What follows belongs to an exercise in optimizing a design on an open flow for small area; a production flow would make more cautious choices.
RTL that was checked went through simulation tests only; none was proved equivalent to the original.
The flow treats the clock pin as an ideal source, which a real chip does not have.
Power is estimated from default activity; no workload was simulated.

## rev 12
==> flow/design.v <==
module Debounce(
	input b,
	input clk,
	output reg d,
	output ex);
	reg s1, s0;
	assign ex = s1 & ~s0 & ~b;
	always @(posedge clk) begin
		s0 <= b;
		s1 <= (s1 & s0) | (s1 & b) | (s0 & b);
		d <= ex;
	end
endmodule
module GoButton(
	input b,
	input clk,
	input rd,
	input [1:0] r,
	output pr,
	output [1:0] rs,
	output ex);
	reg s1, s0, p;
	assign ex = ~p & s1 & ~s0 & ~b;
	assign pr = p;
	assign rs = {s1, s0};
	wire pn = ex & rd;
	always @(posedge clk) begin
		p <= pn;
		s0 <= pn ? r[0] : b;
		s1 <= pn ? r[1] : (~p & ((s1 & s0) | (s1 & b) | (s0 & b)));
	end
endmodule
module progmem(	input  clk,
		input  go,
		input  rst,
		output reg [2:0] idx);
	reg nz, p;
	wire top7 = &idx;
	wire sel8 = p & top7;
	wire inc  = p & ~top7;
	always @(posedge clk) begin
		nz <= go ? ~sel8 : (~rst & nz);
		p  <= go ? ~sel8 : (~rst & sel8);
		idx[0] <= nz & (idx[0] ^ inc);
		idx[1] <= nz & (idx[1] ^ (inc & idx[0]));
		idx[2] <= nz & (idx[2] ^ (inc & idx[0] & idx[1]));
	end
endmodule
module top(	input [1:0]op,
		input [1:0]register,
		input [7:0]data,
		input clk,
		input go,
		input prog,
		input load,
		output reg [7:0]q);
	reg [7:0] R [0:3];
	wire      pend;
	wire [1:0] rs;
	wire [2:0] k;
	wire       ldpulse;
	wire       ex;
	wire       rd;
	wire [1:0] r;
	GoButton myButton (.b(go), .clk(clk), .rd(rd), .r(r), .pr(pend), .rs(rs), .ex(ex));
	Debounce loader (.b(load), .clk(clk), .d(ldpulse), .ex());
	progmem myProgram (.clk(clk), .go(ldpulse), .rst(prog), .idx(k));
	wire k0 = (k == 3'd0);
	wire k1 = (k == 3'd1);
	wire k5 = (k == 3'd5);
	wire kar = (k[2:1] == 2'b10);
	wire [1:0] m = data[5:4];
	wire nar = (op == 2'b11);
	assign rd = prog ? k[1] : (op == 2'b01);
	assign r = prog ? {1'b0, k[0] & (k[1] | k[2])} : register;
	wire [1:0] s = prog ? {1'b0, k1 | (k == 3'd4)} : data[7:6];
	wire imm_n = ~prog & (op == 2'b00);
	wire imm_p = prog & k0;
	wire useA = prog ? kar : (nar & ~m[1]);
	wire andm = ~prog & nar & (m == 2'b10);
	wire sub  = prog ? k5 : (nar & (m == 2'b01));
	wire inv  = prog ? k5 : (nar & m[0]);
	wire wr   = prog ? ~k[1] : ((op != 2'b01) & ~(nar && m == 2'b11 && register != 2'b00));
	wire [1:0] asel = pend ? rs : r;
	wire [7:0] a = R[asel];
	wire [7:0] b = R[s];
	wire [7:0] x = (data & {8{imm_n}}) | {7'd0, imm_p} | (a & ({8{useA}} | (b & {8{andm}})));
	wire [7:0] y = (b ^ {8{inv}}) & {8{~imm_n & ~imm_p & ~andm}};
	wire [8:0] c;
	assign c[0] = sub;
	assign c[4] = 1'b0;
	genvar i;
	generate for (i = 0; i < 8; i = i + 1) begin : fa
		if (i != 3)
			assign c[i+1] = (x[i] & y[i]) | (x[i] & c[i]) | (y[i] & c[i]);
	end endgenerate
	wire [7:0] sum = x ^ y ^ c[7:0];
	wire [3:0] u = sum[7:4];
	wire c4 = (x[3] & y[3]) | (x[3] & c[3]) | (y[3] & c[3]);
	wire [3:0] allone = {u[2] & u[1] & u[0], u[1] & u[0], u[0], 1'b1};
	wire [7:0] res = {u ^ (allone & {4{c4}}), sum[3:0]};
	wire we = ex & wr;
	always @(posedge clk) begin
		if (pend)
			q <= a;
		if (we)
			R[r] <= res;
	end
endmodule
==> flow/config.mk <==
export PLATFORM = sky130hd
export DESIGN_NAME = top
export DESIGN_NICKNAME = top
export VERILOG_FILES = /design/flow/design.v
export SDC_FILE = /design/flow/constraint.sdc
export NUM_CORES = 4
export LEC_CHECK = 0
export CAP_MARGIN = 0
export CORE_MARGIN = 2
export CORE_UTILIZATION = 40
export GPL_TIMING_DRIVEN = 0
export SLEW_MARGIN = 0
==> flow/constraint.sdc <==
create_clock -name core_clock -period 5.0 [get_ports {clk}]
set_input_delay 1.0000 -clock core_clock [delete_from_list [all_inputs] [get_ports {clk}]]
set_output_delay 1.0000 -clock core_clock [all_outputs]
set_load 0.01 [all_outputs]
standard.sh (not shown) runs the stock make flow with config.mk's settings and CLKGATE_MAP_FILE= SYNTH_SCRIPT=/design/flow/synth_recipe.tcl, a recipe that flattens the netlist after the stock synthesis.
==> flow/flow/run.sh <==
#!/bin/bash
# Standard synthesis and layout (standard.sh), with these layout choices changed:
#  - synthesis buffers are removed before global placement (pre_gpl.tcl);
#  - port buffers are buf_1 cells (the resizer may still upsize them);
#  - clock tree synthesis uses clkbuf_8 cells and inserts no dummy loads
#    (post_cts.tcl then swaps some for clkbuf_4 where the clock slew allows);
#  - after clock tree synthesis, cells are sized down where slack allows
#    (post_cts.tcl), and again after global routing (post_grt.tcl).
set -euo pipefail
F="$(pwd)/flow"
bash standard.sh synth > synth.log 2>&1
bash standard.sh finish \
  "PRE_GLOBAL_PLACE_TCL=$F/pre_gpl.tcl" \
  "POST_CTS_TCL=$F/post_cts.tcl" \
  "POST_GLOBAL_ROUTE_TCL=$F/post_grt.tcl" \
  "BUFFER_PORTS_ARGS=-buffer_cell sky130_fd_sc_hd__buf_1" \
  "CTS_ARGS=-sink_clustering_enable -repair_clock_nets -dont_use_dummy_load -buf_list sky130_fd_sc_hd__clkbuf_8" \
  > layout.log 2>&1
Other scripts of this flow, unchanged in this note and not shown: flow/flow/area_recover.tcl, flow/flow/post_cts.tcl, flow/flow/post_grt.tcl, flow/flow/pre_gpl.tcl
#### Input delta (rev 13 over rev 12)
--- a/flow/design.v
+++ b/flow/design.v
@@ -82,7 +82,7 @@
 	wire inv  = prog ? k5 : (nar & m[0]);
 	wire wr   = prog ? ~k[1] : ((op != 2'b01) & ~(nar && m == 2'b11 && register != 2'b00));
-	wire [1:0] asel = pend ? rs : r;
-	wire [7:0] a = R[asel];
-	wire [7:0] b = R[s];
+	wire [1:0] bsel = pend ? rs : s;
+	wire [7:0] a = R[r];
+	wire [7:0] b = R[bsel];
 	wire [7:0] x = (data & {8{imm_n}}) | {7'd0, imm_p} | (a & ({8{useA}} | (b & {8{andm}})));
 	wire [7:0] y = (b ^ {8{inv}}) & {8{~imm_n & ~imm_p & ~andm}};
@@ -103,5 +103,5 @@
 	always @(posedge clk) begin
 		if (pend)
-			q <= a;
+			q <= b;
 		if (we)
 			R[r] <= res;
[summary]
- Rev 13 | status: complete | timing, DRC, antenna: pass
- Looking at via count, rev 13 sits above rev 12.
- From rev 12 to rev 13 the numbers moved as follows: wire length went down 180 µm; combined area of all synthesized cells now sits higher; maximum operating frequency went up by about 2.1%; number of filler cells placed in the layout now sits higher; initial standard-cell utilization of the core -0.98 points.
- Rev 13: fraction of standard cell area that is sequential 0.85 points below rev 12
- [rev 13 vs rev 12] count of placed standard cells including taps: higher in rev 13
- R[0][7] as the capture point of the worst path was reported by rev 12, and R[2][7] by rev 13.
- Rev 12 → rev 13: final critical-path share of the clock period went down 2.0 points, final area went up 1.9%.
The RTL of rev 13 was laid out without a check of its function.

========
// top: RTL as listed in full above, without the edits since
==> flow/config.mk <==
export PLATFORM = sky130hd
export DESIGN_NAME = top
export DESIGN_NICKNAME = top
export VERILOG_FILES = /design/flow/design.v
export SDC_FILE = /design/flow/constraint.sdc
export NUM_CORES = 4
export LEC_CHECK = 0
export CAP_MARGIN = 0
export CORE_MARGIN = 2
export CORE_UTILIZATION = 40
export GPL_TIMING_DRIVEN = 0
export SLEW_MARGIN = 0
==> flow/constraint.sdc <==
create_clock -name core_clock -period 5.0 [get_ports {clk}]
set_input_delay 1.0000 -clock core_clock [delete_from_list [all_inputs] [get_ports {clk}]]
set_output_delay 1.0000 -clock core_clock [all_outputs]
set_load 0.01 [all_outputs]
==> flow/flow/run.sh <==
#!/bin/bash
# Standard synthesis and layout (standard.sh), with these layout choices changed:
#  - synthesis buffers are removed before global placement (pre_gpl.tcl);
#  - port buffers are buf_1 cells (the resizer may still upsize them);
#  - clock tree synthesis uses clkbuf_8 cells and inserts no dummy loads;
#  - after clock tree synthesis, cells are sized down where slack allows
#    (post_cts.tcl), and again after global routing (post_grt.tcl).
set -euo pipefail
F="$(pwd)/flow"
bash standard.sh synth > synth.log 2>&1
bash standard.sh finish \
  "PRE_GLOBAL_PLACE_TCL=$F/pre_gpl.tcl" \
  "POST_CTS_TCL=$F/post_cts.tcl" \
  "POST_GLOBAL_ROUTE_TCL=$F/post_grt.tcl" \
  "BUFFER_PORTS_ARGS=-buffer_cell sky130_fd_sc_hd__buf_1" \
  "CTS_ARGS=-sink_clustering_enable -repair_clock_nets -dont_use_dummy_load -buf_list sky130_fd_sc_hd__clkbuf_8" \
  > layout.log 2>&1
Other scripts of this flow, unchanged in this note and not shown: flow/flow/area_recover.tcl, flow/flow/post_cts.tcl, flow/flow/post_grt.tcl, flow/flow/pre_gpl.tcl
Edit:
--- a/flow/design.v
+++ b/flow/design.v
@@ -89,15 +89,9 @@
 	wire [8:0] c;
 	assign c[0] = sub;
-	assign c[4] = 1'b0;
 	genvar i;
 	generate for (i = 0; i < 8; i = i + 1) begin : fa
-		if (i != 3)
-			assign c[i+1] = (x[i] & y[i]) | (x[i] & c[i]) | (y[i] & c[i]);
+		assign c[i+1] = (x[i] & y[i]) | (x[i] & c[i]) | (y[i] & c[i]);
 	end endgenerate
-	wire [7:0] sum = x ^ y ^ c[7:0];
-	wire [3:0] u = sum[7:4];
-	wire c4 = (x[3] & y[3]) | (x[3] & c[3]) | (y[3] & c[3]);
-	wire [3:0] allone = {u[2] & u[1] & u[0], u[1] & u[0], u[0], 1'b1};
-	wire [7:0] res = {u ^ (allone & {4{c4}}), sum[3:0]};
+	wire [7:0] res = x ^ y ^ c[7:0];
 	wire we = ex & wr;
 	always @(posedge clk) begin
After rerunning:
- Now the flow completed and failed the layout checks on negative setup slack
- total power fell slightly
- non-clock buffer count does not change
- worst setup slack gets worse by 0.44 ns
- clock power barely changes
- routed wire length fell by a little under a tenth
Only the layout flow was run in the second run of this note; the RTL was not checked for function there.

========
== v6 ==
Another version of the RTL of top (not shown whole).
Size in the first run: roughly 240 cells after synthesis, ~53 flip-flops, ~24 I/O pins, roughly 0.0028 mm2 of cells after synthesis.
==> module top, before the edit <==
module top(	input [1:0]op,
		input [1:0]register,
		input [7:0]data,
		input clk,
		input go,
		input prog,
		input load,
		output reg [7:0]q);
	reg [7:0] R [0:3];
	reg       pend;
	reg [1:0] rs;
	wire [11:0] rom;
	wire        ldpulse;
	wire        gopulse;
	wire        ex;
	Debounce myButton (.b(go), .clk(clk), .d(gopulse), .ex(ex));
	Debounce loader (.b(load), .clk(clk), .d(ldpulse), .ex());
	progmem myProgram (.clk(clk), .go(ldpulse), .rst(prog), .data(rom));
	wire [1:0] o = prog ? rom[11:10] : op;
	wire [1:0] r = prog ? rom[9:8] : register;
	wire [7:0] d = prog ? rom[7:0] : data;
	wire [1:0] s = d[7:6];
	wire [1:0] m = d[5:4];
	wire [1:0] asel = pend ? rs : r;
	wire [7:0] a = R[asel];
	wire [7:0] b = R[s];
	wire imm  = (o == 2'b00);
	wire ar   = (o == 2'b11);
	wire andm = ar & (m == 2'b10);
	wire useA = ar & ~m[1];
	wire sub  = ar & (m == 2'b01);
	wire inv  = ar & m[0];
	wire [7:0] x = a & {8{useA}};
	wire [7:0] y = (imm ? d : b) ^ {8{inv}};
	wire [8:0] c;
	assign c[0] = sub;
	genvar i;
	generate for (i = 0; i < 8; i = i + 1) begin : fa
		assign c[i+1] = (x[i] & y[i]) | (x[i] & c[i]) | (y[i] & c[i]);
	end endgenerate
	wire [7:0] sum = x ^ y ^ c[7:0];
	wire [7:0] res = andm ? (a & b) : sum;
	wire we = ex & (o != 2'b01) & ~(o == 2'b11 && m == 2'b11 && r != 2'b00);
	always @(posedge clk) begin
		pend <= ex & (o == 2'b01);
		rs <= r;
		if (pend)
			q <= a;
		if (we)
			R[r] <= res;
	end
endmodule
make LEC_CHECK=0 CAP_MARGIN=20 CORE_MARGIN=2 CORE_UTILIZATION=40 SLEW_MARGIN=20 finish   # period 5.0 ns
run.sh (not shown) runs the stock make flow with config.mk's settings and CLKGATE_MAP_FILE= SYNTH_SCRIPT=/design/flow/synth_recipe.tcl, a recipe that flattens the netlist after the stock synthesis.
Stock flow here: none of the scripts above is used.
In v6 the implementation ran to completion but is not tape-out ready, as the final checks report setup timing.
--- input diff v6..v7 ---
-- flow/design.v --
<<< v6, line 50
		output reg [7:0]q);
	reg [7:0] R [0:3];
	reg       pend;
	reg [1:0] rs;
	wire [11:0] rom;
	wire        ldpulse;
	wire        gopulse;
	wire        ex;
	Debounce myButton (.b(go), .clk(clk), .d(gopulse), .ex(ex));
	Debounce loader (.b(load), .clk(clk), .d(ldpulse), .ex());
	progmem myProgram (.clk(clk), .go(ldpulse), .rst(prog), .data(rom));
	wire [1:0] o = prog ? rom[11:10] : op;
	wire [1:0] r = prog ? rom[9:8] : register;
	wire [7:0] d = prog ? rom[7:0] : data;
	wire [1:0] s = d[7:6];
	wire [1:0] m = d[5:4];
	wire [1:0] asel = pend ? rs : r;
	wire [7:0] a = R[asel];
	wire [7:0] b = R[s];
	wire imm  = (o == 2'b00);
>>> v7, line 50
		output reg [7:0]q);
	reg [7:0] R [0:3];
	reg [1:0] o;
	reg [1:0] r;
	reg [7:0] d;
	wire [11:0] rom;
	wire        ldpulse;
	wire        button;
	Debounce myButton (.b(go), .clk(clk), .d(button), .ex());
	Debounce loader (.b(load), .clk(clk), .d(ldpulse), .ex());
	progmem myProgram (.clk(clk), .go(ldpulse), .rst(prog), .data(rom));
	always @(posedge clk) begin
		o <= prog ? rom[11:10] : op;
		r <= prog ? rom[9:8] : register;
		d <= prog ? rom[7:0] : data;
	end
	wire [1:0] s = d[7:6];
	wire [1:0] m = d[5:4];
	wire [7:0] a = R[r];
	wire [7:0] b = R[s];
	wire imm  = (o == 2'b00);
<<< v6, line 83
	wire [7:0] sum = x ^ y ^ c[7:0];
	wire [7:0] res = andm ? (a & b) : sum;
	wire we = ex & (o != 2'b01) & ~(o == 2'b11 && m == 2'b11 && r != 2'b00);
	always @(posedge clk) begin
		pend <= ex & (o == 2'b01);
		rs <= r;
		if (pend)
			q <= a;
		if (we)
>>> v7, line 84
	wire [7:0] sum = x ^ y ^ c[7:0];
	wire [7:0] res = andm ? (a & b) : sum;
	wire we = button & (o != 2'b01) & ~(o == 2'b11 && m == 2'b11 && r != 2'b00);
	always @(posedge clk) begin
		if (button & (o == 2'b01))
			q <= a;
		if (we)
Notes after the runs:
- Of v6 and v7, just one finished clean: v7.
- v6 finished all stages; however, its layout fails the closing checks, the failures being setup timing.
- Compared with v6, in v7 area growth from synthesis to layout went down 11 points, total power per unit cell area up 39%, TritonCTS buffer count picked up an extra 4, leakage power summed over all cells decreased 8.3%, worst slew margin relative to its limit dropped 10 points.
- v7 reports its largest family of logic cells by synthesized area as multiplexers while v6 reports simple AND/OR/NAND/NOR gates.
- Cmp v7 vs v6: ratio of final minimum period to clock period lower in v7
- Summary of v7 over v6: cell area dropped about 2.2%, global-route usage fell 3.5 points, area occupied by registers went up by about 14%, routed via count went down by about 13%, total power consumption of the routed design grew by 36%.
- Sequential element share of the synthesized area | v7 above v6
Function was not checked in any run of this note: the RTL went through the layout flow alone.

========
== run a ==
top with an RTL version that a note above also has.
Size in the first run: ~230 cells after synthesis, roughly 63 flip-flops, about 24 I/O pins, roughly 0.0030 mm2 of cells after synthesis.
==> module top, before the edit <==
module top(	input [1:0]op,
		input [1:0]register,
		input [7:0]data,
		input clk,
		input go,
		input prog,
		input load,
		output reg [7:0]q);
	reg [7:0] R [0:3];
	reg [1:0] o;
	reg [1:0] r;
	reg [7:0] d;
	wire [11:0] rom;
	wire        ldpulse;
	wire        button;
	Debounce myButton (.b(go), .clk(clk), .d(button), .ex());
	Debounce loader (.b(load), .clk(clk), .d(ldpulse), .ex());
	progmem myProgram (.clk(clk), .go(ldpulse), .rst(prog), .data(rom));
	always @(posedge clk) begin
		o <= prog ? rom[11:10] : op;
		r <= prog ? rom[9:8] : register;
		d <= prog ? rom[7:0] : data;
	end
	wire [1:0] s = d[7:6];
	wire [1:0] m = d[5:4];
	wire [7:0] a = R[r];
	wire [7:0] b = R[s];
	wire imm  = (o == 2'b00);
	wire ar   = (o == 2'b11);
	wire andm = ar & (m == 2'b10);
	wire useA = ar & ~m[1];
	wire sub  = ar & (m == 2'b01);
	wire inv  = ar & m[0];
	wire [7:0] x = a & {8{useA}};
	wire [7:0] y = (imm ? d : b) ^ {8{inv}};
	wire [8:0] c;
	assign c[0] = sub;
	genvar i;
	generate for (i = 0; i < 8; i = i + 1) begin : fa
		assign c[i+1] = (x[i] & y[i]) | (x[i] & c[i]) | (y[i] & c[i]);
	end endgenerate
	wire [7:0] sum = x ^ y ^ c[7:0];
	wire [7:0] res = andm ? (a & b) : sum;
	wire we = button & (o != 2'b01) & ~(o == 2'b11 && m == 2'b11 && r != 2'b00);
	always @(posedge clk) begin
		if (button & (o == 2'b01))
			q <= a;
		if (we)
			R[r] <= res;
	end
endmodule
==> flow/config.mk <==
export PLATFORM = sky130hd
export DESIGN_NAME = top
export DESIGN_NICKNAME = top
export VERILOG_FILES = /design/flow/design.v
export SDC_FILE = /design/flow/constraint.sdc
export NUM_CORES = 4
export LEC_CHECK = 0
export CAP_MARGIN = 20
export CORE_MARGIN = 2
export CORE_UTILIZATION = 40
export GPL_TIMING_DRIVEN = 0
export SLEW_MARGIN = 20
==> flow/constraint.sdc <==
create_clock -name core_clock -period 5.0 [get_ports {clk}]
set_input_delay 1.0000 -clock core_clock [delete_from_list [all_inputs] [get_ports {clk}]]
set_output_delay 1.0000 -clock core_clock [all_outputs]
set_load 0.01 [all_outputs]
standard.sh (not shown) runs the stock make flow with config.mk's settings and CLKGATE_MAP_FILE= SYNTH_SCRIPT=/design/flow/synth_recipe.tcl, a recipe that flattens the netlist after the stock synthesis.
==> flow/flow/run.sh <==
#!/bin/bash
# Standard synthesis and layout (standard.sh), with two layout choices changed:
#  - port buffers are buf_1 cells (the resizer may still upsize them);
#  - clock tree synthesis uses clkbuf_4 cells and inserts no dummy loads.
set -euo pipefail
bash standard.sh synth > synth.log 2>&1
bash standard.sh finish \
  "BUFFER_PORTS_ARGS=-buffer_cell sky130_fd_sc_hd__buf_1" \
  "CTS_ARGS=-sink_clustering_enable -repair_clock_nets -dont_use_dummy_load -buf_list sky130_fd_sc_hd__clkbuf_4" \
  > layout.log 2>&1
### run a -> run b
--- a/flow/design.v
+++ b/flow/design.v
@@ -73,8 +73,8 @@
 	wire useA = ar & ~m[1];
 	wire sub  = ar & (m == 2'b01);
 	wire inv  = ar & m[0];
-	wire [7:0] x = a & {8{useA}};
-	wire [7:0] y = (imm ? d : b) ^ {8{inv}};
+	wire [7:0] x = imm ? d : (a & ({8{useA}} | (b & {8{andm}})));
+	wire [7:0] y = (b ^ {8{inv}}) & {8{~imm & ~andm}};
 	wire [8:0] c;
 	assign c[0] = sub;
 	genvar i;
@@ -82,7 +82,7 @@
 		assign c[i+1] = (x[i] & y[i]) | (x[i] & c[i]) | (y[i] & c[i]);
 	end endgenerate
 	wire [7:0] sum = x ^ y ^ c[7:0];
-	wire [7:0] res = andm ? (a & b) : sum;
+	wire [7:0] res = sum;
 	wire we = button & (o != 2'b01) & ~(o == 2'b11 && m == 2'b11 && r != 2'b00);
 	always @(posedge clk) begin
 		if (button & (o == 2'b01))
==> comparison <==
Run b packs its core looser than run a. Looking only at total detailed-routing wirelength, and setting everything else aside, the higher value of run b and run a goes to run a. From run a to run b the numbers moved as follows: final critical delay including setup and external delays shrank by 0.084 ns, worst setup slack shows an increase of 0.084 ns, met1 global-route usage down 1.1 points, clock skew rose 0.0066 ns. Relative to run a, the met3 routed wirelength measured on run b has increased by more than a quarter. Run b vs. run a: area of all placed cells without fillers shrank by 78 um2, clock-cell share of area held steady, combinational power held steady, maximum single-stage delay on the critical path grew by 0.08 ns.
No functional check of the RTL was part of any run of this note.

## re-timing with driven ports
In the flow no input, the clock included, has a driving cell. The finished layouts below were timed again as built, in two steps.
Step 1 sets driving cells, clkbuf_16 on the clock port and buf_2 on the other inputs (assumed; they add their load-dependent delay and slew).
Step 2 also shifts input and output timing later by t, the mid clock arrival at the registers, as if the neighbouring blocks saw the same clock.
Slacks: ideal / step 1 / step 2; pairs: ideal / step 1.
| run | t, ns | setup WS [ns] | latest minus earliest clock arrival (ns) |
|---|---|---|---|
| rev 12 | 0.374 | 0.207 / 0.202 / -0.172 | 0.026 / 0.026 |
| rev 13 | 0.361 | 0.307 / 0.312 / -0.049 | 0.021 / 0.021 |
| the first run of note 2 | 0.324 | 0.232 / 0.227 / -0.096 | 0.021 / 0.021 |
| the second run of note 2 | 0.318 | -0.207 / -0.229 / -0.547 | 0.014 / 0.014 |
| v6 | 0.332 | -0.438 / -0.438 / -0.770 | 0.004 / 0.003 |
| v7 | 0.366 | 0.252 / 0.252 / 0.252 | 0.011 / 0.011 |
| run a | 0.408 | 0.126 / 0.126 / 0.126 | 0.036 / 0.036 |
| run b | 0.417 | 0.210 / 0.210 / 0.210 | 0.043 / 0.044 |
Met with ideal ports but missed after step 2: setup timing in rev 12, rev 13 and the first run of note 2. The setup slack of rev 12, which loses most, moves by -0.005 ns with the drivers and by -0.379 ns with both steps.
